Source: an optimization exercise on an open RTL-to-GDS flow (aim: small area and a short achievable clock period). Production flows keep margins and buffers that such runs may drop.
At most, simulation tests tie the RTL to the original design; equivalence was not proved.
Power and IR drop assume default switching activity.

==> flow/design.v (excerpt) <==
module top_fp_mul_N32_M23_E8(input  wire clk,
                             input  wire [31:0] a1,
                             input  wire [31:0] b1,
                             output wire [31:0] y);
  genvar k;
  reg  [22:0] ra;
  reg  [11:0] one, two;
  reg  [10:0] negr;
  wire [11:0] neg = {1'b1, negr};    
  wire [11:0] nneg = ~neg;
  wire [24:0] bx = {1'b1, b1[22:0], 1'b0};
  wire [11:0] one_d, two_d, neg_d;
  generate for (k = 0; k < 12; k = k + 1) begin : g_enc
    assign one_d[k] = bx[2*k+1] ^ bx[2*k];
    assign two_d[k] = (bx[2*k+2] & ~bx[2*k+1] & ~bx[2*k]) | (~bx[2*k+2] & bx[2*k+1] & bx[2*k]);
    assign neg_d[k] = bx[2*k+2];
  end endgenerate
  reg  [7:0]  re;
  reg         rs, rS;
  wire [22:0] za, zb;    
  assign za[0] = 1'b1;
  assign zb[0] = 1'b1;
  generate for (k = 1; k < 23; k = k + 1) begin : g_tz
    assign za[k] = ~|a1[k-1:0];
    assign zb[k] = ~|b1[k-1:0];
  end endgenerate
  wire [22:0] zab;
  generate for (k = 0; k < 23; k = k + 1) begin : g_zab
    assign zab[k] = za[k] & zb[22-k];
  end endgenerate
  wire sticky = ~|zab;
  always @(posedge clk) begin
    ra <= a1[22:0];
    one <= one_d;
    two <= two_d;
    negr <= neg_d[10:0];
    re <= a1[30:23] + b1[30:23] + 8'd129;
    rs <= a1[31] ^ b1[31];
    rS <= sticky;
  end
  wire [24:0] pp0;
  wire [24:0] pp1;
  wire [24:0] pp2;
  wire [24:0] pp3;
  wire [24:0] pp4;
  wire [24:0] pp5;
  wire [24:0] pp6;
  wire [24:0] pp7;
  wire [24:0] pp8;
  wire [24:0] pp9;
  wire [24:0] pp10;
  wire [24:0] pp11;
  wire n1;
  wire n2;
  wire n3;
  wire n4;
  wire n5;
  wire n6;
  wire n7;
  wire n8;
  wire n9;
  wire n10;
  wire n11;
  wire s12;
  wire c13;
  wire s14;
  wire c15;
  wire s16;
  wire c17;
  wire s18;
  wire c19;
  wire s20;
  wire c21;
  wire s22;
  wire c23;
  wire s24;
  wire c25;
  wire s26;
  wire c27;
  wire s28;
  wire c29;
  wire s30;
  wire c31;
  wire s32;
  wire c33;
  wire s34;
  wire c35;
  wire s36;
  wire c37;
  wire s38;
  wire c39;
  wire s40;
  wire c41;
  wire s42;
  wire c43;
  wire s44;
  wire c45;
  wire s46;
  wire c47;
  wire s48;
  wire c49;
  wire s50;
  wire c51;
  wire s52;
  wire c53;
  wire s54;
  wire c55;
  wire s56;
  wire c57;
  wire s58;
  wire c59;
  wire s60;
  wire c61;
  wire s62;
  wire c63;
  wire s64;
  wire c65;
  wire s66;
  ...
clock: 8.5 ns
lec_check: 0
abc_area: 1
cap_margin: 20
core_margin: 2
core_utilization: 40
setup_slack_margin: 4.0
slew_margin: 20
synth_hierarchical: 1
standard.sh (not shown) runs the stock make flow with config.mk's settings and CLKGATE_MAP_FILE= SYNTH_SCRIPT=/design/flow/synth_recipe.tcl, a recipe that flattens the netlist after the stock synthesis.
==> flow/flow/run.sh <==
#!/bin/bash
bash standard.sh MATCH_CELL_FOOTPRINT=0 "BUFFER_PORTS_ARGS=-buffer_cell sky130_fd_sc_hd__buf_2" finish > standard.log 2>&1
Then changed:
--- a/flow/design.v
+++ b/flow/design.v
@@ -1228,41 +1228,41 @@
   fa u565 (.a(nneg[9]), .b(ra[18]), .ci(ra[19]), .s(s564), .co(c565));
   fa u567 (.a(pp10[23]), .b(pp11[21]), .ci(s564), .s(s566), .co(c567));
   fa u569 (.a(c559), .b(s566), .ci(c561), .s(s568), .co(c569));
   fa u571 (.a(n10), .b(c565), .ci(pp10[24]), .s(s570), .co(c571));
   fa u573 (.a(pp11[22]), .b(c567), .ci(s570), .s(s572), .co(c573));
   fa u575 (.a(nneg[10]), .b(ra[20]), .ci(ra[21]), .s(s574), .co(c575));
   fa u577 (.a(pp11[23]), .b(s574), .ci(c571), .s(s576), .co(c577));
   fa u579 (.a(n11), .b(c575), .ci(pp11[24]), .s(s578), .co(c579));
-  wire [18:0] lx = {c155, c139, c123, c109, c95, s92, c71, c61, c51, s48, c35, s32, s26, s20, s16, c13, pp1[0], pp0[1], neg[0]};
-  wire [18:0] ly = {s172, s154, s138, s122, s108, s94, s82, s70, s60, s50, s42, s34, s28, s22, s18, s14, s12, 1'b0, pp0[0]};
-  wire [19:0] lsum = {1'b0, lx} + {1'b0, ly};
-  wire [3:0] mx = {c231, c211, c191, s188};
-  wire [3:0] my = {s250, s230, s210, s190};
+  wire [16:0] lx = {c123, c109, c95, s92, c71, c61, c51, s48, c35, s32, s26, s20, s16, c13, pp1[0], pp0[1], neg[0]};
+  wire [16:0] ly = {s138, s122, s108, s94, s82, s70, s60, s50, s42, s34, s28, s22, s18, s14, s12, 1'b0, pp0[0]};
+  wire [17:0] lsum = {1'b0, lx} + {1'b0, ly};
+  wire [5:0] mx = {c231, c211, c191, s188, c155, c139};
+  wire [5:0] my = {s250, s230, s210, s190, s172, s154};
   wire [24:0] hx = {c579, c577, c573, c569, c563, c557, c549, c541, c531, c521, c509, c497, c483, c469, c453, c437, c419, c401, c381, c361, c339, c317, c295, c273, s272};
   wire [23:0] hy = {n11, s578, s576, s572, s568, s562, s556, s548, s540, s530, s520, s508, s496, s482, s468, s452, s436, s418, s400, s380, s360, s338, s316, s294};
   reg  [24:0] rx;           
   reg  [23:0] ry;
-  reg  [3:0] rmx, rmy;     
+  reg  [5:0] rmx, rmy;     
   reg         rcj, rS2, rs2;
   reg  [7:0]  re2;
   always @(posedge clk) begin
     rx   <= hx;
     ry   <= hy;
     rmx  <= mx;
     rmy  <= my;
-    rcj  <= lsum[19];
+    rcj  <= lsum[17];
     rS2  <= rS;
     rs2  <= rs;
     re2  <= re;
   end
-  wire [3+1:0] msum = {1'b0, rmx} + {1'b0, rmy} + {{(3+1){1'b0}}, rcj};
-  wire q_p22 = msum[3];
-  wire q_c23 = msum[3+1];
+  wire [5+1:0] msum = {1'b0, rmx} + {1'b0, rmy} + {{(5+1){1'b0}}, rcj};
+  wire q_p22 = msum[5];
+  wire q_c23 = msum[5+1];
   wire r1 = q_p22 | rS2;
   wire r0 = q_p22 & rS2;
   wire q_p0 = rx[0] ^ q_c23;
   wire q_g0 = rx[0] & q_c23;
   wire ci_n  = q_g0;                  
   wire ci_r0 = q_g0 | (q_p0 & r0);
   wire ci_r1 = q_g0 | (q_p0 & r1);
   wire [24:1] p = rx[24:1] ^ ry[23:0];
After rerunning: Flip-flop and latch count grows by 4. Sequential share of layout area came out higher by 0.75 points. Synthesized cell count went down by about 1.6%. Wire length came out lower by 0.82%. Hold slack stays flat. Core utilization is lower by 2.1 points. Area after synthesis is about the same. Final area fell by 2.8%. Via count falls by about 1.5%. Total power went down by 7.7%. Maximum frequency falls by 3.2%.
No functional check of the RTL was part of the second run of this note.

== 04-01 ==
top_fp_mul_N32_M23_E8, a different RTL version from the one above (not shown whole).
Size: about 1,800 cells after synthesis, ~97 I/O pins, about 17,000 um2 of cells after synthesis.
Settings: LEC_CHECK=0, ABC_AREA=1, CAP_MARGIN=20, CORE_MARGIN=2, CORE_UTILIZATION=40, CTS_CLUSTER_SIZE=30, PLACE_DENSITY=0.75, SETUP_SLACK_MARGIN=3.75, SLEW_MARGIN=70, SYNTH_HIERARCHICAL=1; clock period 8.5 ns.
Scripts as last shown in full above: flow/flow/run.sh
#### Input delta (03-28 over 04-01)
diff --git a/flow/design.v b/flow/design.v
--- a/flow/design.v
+++ b/flow/design.v
@@ -1225,65 +1225,56 @@
   fa u559 (.a(n9), .b(c551), .ci(pp10[22]), .s(s558), .co(c559));
   fa u561 (.a(pp11[20]), .b(pp9[24]), .ci(c553), .s(s560), .co(c561));
   fa u563 (.a(s558), .b(c555), .ci(s560), .s(s562), .co(c563));
   fa u565 (.a(nneg[9]), .b(ra[18]), .ci(ra[19]), .s(s564), .co(c565));
   fa u567 (.a(pp10[23]), .b(pp11[21]), .ci(s564), .s(s566), .co(c567));
   fa u569 (.a(c559), .b(s566), .ci(c561), .s(s568), .co(c569));
   fa u571 (.a(n10), .b(c565), .ci(pp10[24]), .s(s570), .co(c571));
   fa u573 (.a(pp11[22]), .b(c567), .ci(s570), .s(s572), .co(c573));
   fa u575 (.a(nneg[10]), .b(ra[20]), .ci(ra[21]), .s(s574), .co(c575));
   fa u577 (.a(pp11[23]), .b(s574), .ci(c571), .s(s576), .co(c577));
   fa u579 (.a(n11), .b(c575), .ci(pp11[24]), .s(s578), .co(c579));
-  wire [21:0] lx = {c211, c191, s188, c155, c139, c123, c109, c95, s92, c71, c61, c51, s48, c35, s32, s26, s20, s16, c13, pp1[0], pp0[1], neg[0]};
-  wire [21:0] ly = {s230, s210, s190, s172, s154, s138, s122, s108, s94, s82, s70, s60, s50, s42, s34, s28, s22, s18, s14, s12, 1'b0, pp0[0]};
-  wire [22:0] lsum = {1'b0, lx} + {1'b0, ly};
-  wire [0:0] mx = {c231};
-  wire [0:0] my = {s250};
-  wire [24:0] hx = {(c579 ^ n11), (c577 ^ s578), (c573 ^ s576), (c569 ^ s572), (c563 ^ s568), (c557 ^ s562), (c549 ^ s556), (c541 ^ s548), (c531 ^ s540), (c521 ^ s530), (c509 ^ s520), (c497 ^ s508), (c483 ^ s496), (c469 ^ s482), (c453 ^ s468), (c437 ^ s452), (c419 ^ s436), (c401 ^ s418), (c381 ^ s400), (c361 ^ s380), (c339 ^ s360), (c317 ^ s338), c295, c273, s272};
-  wire [23:0] hy = {(c579 & n11), (c577 & s578), (c573 & s576), (c569 & s572), (c563 & s568), (c557 & s562), (c549 & s556), (c541 & s548), (c531 & s540), (c521 & s530), (c509 & s520), (c497 & s508), (c483 & s496), (c469 & s482), (c453 & s468), (c437 & s452), (c419 & s436), (c401 & s418), (c381 & s400), (c361 & s380), (c339 & s360), (c317 & s338), s316, s294};
+  wire [18:0] lx = {c155, c139, c123, c109, c95, s92, c71, c61, c51, s48, c35, s32, s26, s20, s16, c13, pp1[0], pp0[1], neg[0]};
+  wire [18:0] ly = {s172, s154, s138, s122, s108, s94, s82, s70, s60, s50, s42, s34, s28, s22, s18, s14, s12, 1'b0, pp0[0]};
+  wire [19:0] lsum = {1'b0, lx} + {1'b0, ly};
+  wire [3:0] mx = {c231, c211, c191, s188};
+  wire [3:0] my = {s250, s230, s210, s190};
+  wire [24:0] hx = {c579, c577, c573, c569, c563, c557, c549, c541, c531, c521, c509, c497, c483, c469, c453, c437, c419, c401, c381, c361, c339, c317, c295, c273, s272};
+  wire [23:0] hy = {n11, s578, s576, s572, s568, s562, s556, s548, s540, s530, s520, s508, s496, s482, s468, s452, s436, s418, s400, s380, s360, s338, s316, s294};
   reg  [24:0] rx;           
   reg  [23:0] ry;
-  reg  [0:0] rmx, rmy;     
+  reg  [3:0] rmx, rmy;     
   reg         rcj, rS2, rs2;
   reg  [7:0]  re2;
   always @(posedge clk) begin
     rx   <= hx;
     ry   <= hy;
     rmx  <= mx;
     rmy  <= my;
-    rcj  <= lsum[22];
+    rcj  <= lsum[19];
     rS2  <= rS;
     rs2  <= rs;
     re2  <= re;
   end
-  wire [0+1:0] msum = {1'b0, rmx} + {1'b0, rmy} + {{(0+1){1'b0}}, rcj};
-  wire q_p22 = msum[0];
-  wire q_c23 = msum[0+1];
+  wire [3+1:0] msum = {1'b0, rmx} + {1'b0, rmy} + {{(3+1){1'b0}}, rcj};
+  wire q_p22 = msum[3];
+  wire q_c23 = msum[3+1];
   wire r1 = q_p22 | rS2;
   wire r0 = q_p22 & rS2;
   wire q_p0 = rx[0] ^ q_c23;
   wire q_g0 = rx[0] & q_c23;
   wire ci_n  = q_g0;                  
   wire ci_r0 = q_g0 | (q_p0 & r0);
   wire ci_r1 = q_g0 | (q_p0 & r1);
-  wire [24:1] p, g;
-  genvar b;
-  generate for (b = 1; b <= 24; b = b + 1) begin : g_pg
-    if (b > 2) begin : g_reg
-      assign p[b] = rx[b];
-      assign g[b] = ry[b-1];
-    end else begin : g_add
-      assign p[b] = rx[b] ^ ry[b-1];
-      assign g[b] = rx[b] & ry[b-1];
-    end
-  end endgenerate
+  wire [24:1] p = rx[24:1] ^ ry[23:0];
+  wire [24:1] g = rx[24:1] & ry[23:0];
   wire [23:0] gl [0:5];
   wire [23:0] pl [0:5];
   assign gl[0] = g[24:1];
   assign pl[0] = p[24:1];
   genvar l, i;
   generate for (l = 0; l < 5; l = l + 1) begin : g_lvl
     for (i = 0; i < 24; i = i + 1) begin : g_bit
       if ((i >> l) & 1) begin : g_comb
         localparam integer J = ((i >> l) << l) - 1;
         assign gl[l+1][i] = gl[l][i] | (pl[l][i] & gl[l][J]);
         assign pl[l+1][i] = pl[l][i] & pl[l][J];
[summary]
- Maximum fanout along the worst path (lower): 03-28
- Relative to 04-01, multi-input combinational cell area has increased by 210 um2 in 03-28.
- Areal power density over the cells across 04-01 and 03-28: no real change.
- 03-28 completed every stage of the flow, and the final layout passed the timing, design-rule and antenna checks.
- [compare] base=04-01 new=03-28: multiplexer area fraction after synthesis did not really move, post-synthesis cell type count went up 3, static leakage climbed about 5%.

== AL ==
top_fp_mul_N32_M23_E8 again, from the RTL that the note above started with.
Settings: LEC_CHECK=0, ABC_AREA=1, CAP_MARGIN=20, CORE_MARGIN=2, CORE_UTILIZATION=40, SETUP_SLACK_MARGIN=3.75, SLEW_MARGIN=70, SYNTH_HIERARCHICAL=1; clock period 8.5 ns.
Scripts as last shown in full above: flow/flow/run.sh
## Diff of input files: TR against AL
diff --git a/flow/design.v b/flow/design.v
--- a/flow/design.v
+++ b/flow/design.v
@@ -1228,59 +1228,50 @@
   fa u565 (.a(nneg[9]), .b(ra[18]), .ci(ra[19]), .s(s564), .co(c565));
   fa u567 (.a(pp10[23]), .b(pp11[21]), .ci(s564), .s(s566), .co(c567));
   fa u569 (.a(c559), .b(s566), .ci(c561), .s(s568), .co(c569));
   fa u571 (.a(n10), .b(c565), .ci(pp10[24]), .s(s570), .co(c571));
   fa u573 (.a(pp11[22]), .b(c567), .ci(s570), .s(s572), .co(c573));
   fa u575 (.a(nneg[10]), .b(ra[20]), .ci(ra[21]), .s(s574), .co(c575));
   fa u577 (.a(pp11[23]), .b(s574), .ci(c571), .s(s576), .co(c577));
   fa u579 (.a(n11), .b(c575), .ci(pp11[24]), .s(s578), .co(c579));
-  wire [21:0] lx = {c211, c191, s188, c155, c139, c123, c109, c95, s92, c71, c61, c51, s48, c35, s32, s26, s20, s16, c13, pp1[0], pp0[1], neg[0]};
-  wire [21:0] ly = {s230, s210, s190, s172, s154, s138, s122, s108, s94, s82, s70, s60, s50, s42, s34, s28, s22, s18, s14, s12, 1'b0, pp0[0]};
-  wire [22:0] lsum = {1'b0, lx} + {1'b0, ly};
-  wire [0:0] mx = {c231};
-  wire [0:0] my = {s250};
-  wire [24:0] hx = {(c579 ^ n11), (c577 ^ s578), (c573 ^ s576), (c569 ^ s572), (c563 ^ s568), (c557 ^ s562), (c549 ^ s556), (c541 ^ s548), (c531 ^ s540), (c521 ^ s530), (c509 ^ s520), (c497 ^ s508), (c483 ^ s496), (c469 ^ s482), (c453 ^ s468), (c437 ^ s452), (c419 ^ s436), (c401 ^ s418), (c381 ^ s400), (c361 ^ s380), (c339 ^ s360), (c317 ^ s338), c295, c273, s272};
-  wire [23:0] hy = {(c579 & n11), (c577 & s578), (c573 & s576), (c569 & s572), (c563 & s568), (c557 & s562), (c549 & s556), (c541 & s548), (c531 & s540), (c521 & s530), (c509 & s520), (c497 & s508), (c483 & s496), (c469 & s482), (c453 & s468), (c437 & s452), (c419 & s436), (c401 & s418), (c381 & s400), (c361 & s380), (c339 & s360), (c317 & s338), s316, s294};
+  wire [20:0] lx = {c191, s188, c155, c139, c123, c109, c95, s92, c71, c61, c51, s48, c35, s32, s26, s20, s16, c13, pp1[0], pp0[1], neg[0]};
+  wire [20:0] ly = {s210, s190, s172, s154, s138, s122, s108, s94, s82, s70, s60, s50, s42, s34, s28, s22, s18, s14, s12, 1'b0, pp0[0]};
+  wire [21:0] lsum = {1'b0, lx} + {1'b0, ly};
+  wire [1:0] mx = {c231, c211};
+  wire [1:0] my = {s250, s230};
+  wire [24:0] hx = {c579, c577, c573, c569, c563, c557, c549, c541, c531, c521, c509, c497, c483, c469, c453, c437, c419, c401, c381, c361, c339, c317, c295, c273, s272};
+  wire [23:0] hy = {n11, s578, s576, s572, s568, s562, s556, s548, s540, s530, s520, s508, s496, s482, s468, s452, s436, s418, s400, s380, s360, s338, s316, s294};
   reg  [24:0] rx;           
   reg  [23:0] ry;
-  reg  [0:0] rmx, rmy;     
+  reg  [1:0] rmx, rmy;     
   reg         rcj, rS2, rs2;
   reg  [7:0]  re2;
   always @(posedge clk) begin
     rx   <= hx;
     ry   <= hy;
     rmx  <= mx;
     rmy  <= my;
-    rcj  <= lsum[22];
+    rcj  <= lsum[21];
     rS2  <= rS;
     rs2  <= rs;
     re2  <= re;
   end
-  wire [0+1:0] msum = {1'b0, rmx} + {1'b0, rmy} + {{(0+1){1'b0}}, rcj};
-  wire q_p22 = msum[0];
-  wire q_c23 = msum[0+1];
+  wire [1+1:0] msum = {1'b0, rmx} + {1'b0, rmy} + {{(1+1){1'b0}}, rcj};
+  wire q_p22 = msum[1];
+  wire q_c23 = msum[1+1];
   wire r1 = q_p22 | rS2;
   wire r0 = q_p22 & rS2;
   wire q_p0 = rx[0] ^ q_c23;
   wire q_g0 = rx[0] & q_c23;
   wire ci_n  = q_g0;                  
   wire ci_r0 = q_g0 | (q_p0 & r0);
   wire ci_r1 = q_g0 | (q_p0 & r1);
-  wire [24:1] p, g;
-  genvar b;
-  generate for (b = 1; b <= 24; b = b + 1) begin : g_pg
-    if (b > 2) begin : g_reg
-      assign p[b] = rx[b];
-      assign g[b] = ry[b-1];
-    end else begin : g_add
-      assign p[b] = rx[b] ^ ry[b-1];
-      assign g[b] = rx[b] & ry[b-1];
-    end
-  end endgenerate
+  wire [24:1] p = rx[24:1] ^ ry[23:0];
+  wire [24:1] g = rx[24:1] & ry[23:0];
   wire [23:0] gl [0:5];
   wire [23:0] pl [0:5];
   assign gl[0] = g[24:1];
   assign pl[0] = p[24:1];
   genvar l, i;
   generate for (l = 0; l < 5; l = l + 1) begin : g_lvl
     for (i = 0; i < 24; i = i + 1) begin : g_bit
       if ((i >> l) & 1) begin : g_comb
- TR gives more fraction of final layout cells sized beyond drive strength 1 than AL did.
- TR finished every stage and its layout cleared the timing, design-rule and antenna checks.
- Summary of TR over AL: final layout net count climbed 25; vias after detailed routing moved up; via count of the first global-routing pass grew by 344; minimum setup slack after placement up 110 ps.
Function not checked in TR: the RTL went through the layout flow alone.

## separate check: timing with driven ports
In the flow no input, the clock included, has a driving cell. The finished layouts below were timed again as built, in two steps.
Step 1, drivers: a clkbuf_16 drives clk and a buf_2 each remaining input, both assumed.
Step 2 times the ports against the registers' clock, not the clock port: input delays grow and output delays shrink by t, the midpoint of the rising clock arrivals with the driver on.
a / b / c = no drivers / after step 1 / after step 2; a / b = the first two.
| run | t, ns | slack for setup (ns) | worst data-port slew with drivers (ns) |
|---|---|---|---|
| the first run of note 1 | 0.494 | 3.983 / 3.925 / 4.046 | 0.04 |
| the second run of note 1 | 0.500 | 3.833 / 3.774 / 4.104 | 0.05 |
| 04-01 | 0.481 | 3.889 / 3.839 / 3.925 | 0.05 |
| 03-28 | 0.483 | 3.966 / 3.912 / 4.045 | 0.05 |
| AL | 0.484 | 3.846 / 3.846 / 3.846 | 0.04 |
| TR | 0.482 | 3.793 / 3.740 / 3.922 | 0.05 |
After both steps every run listed still meets setup and hold.
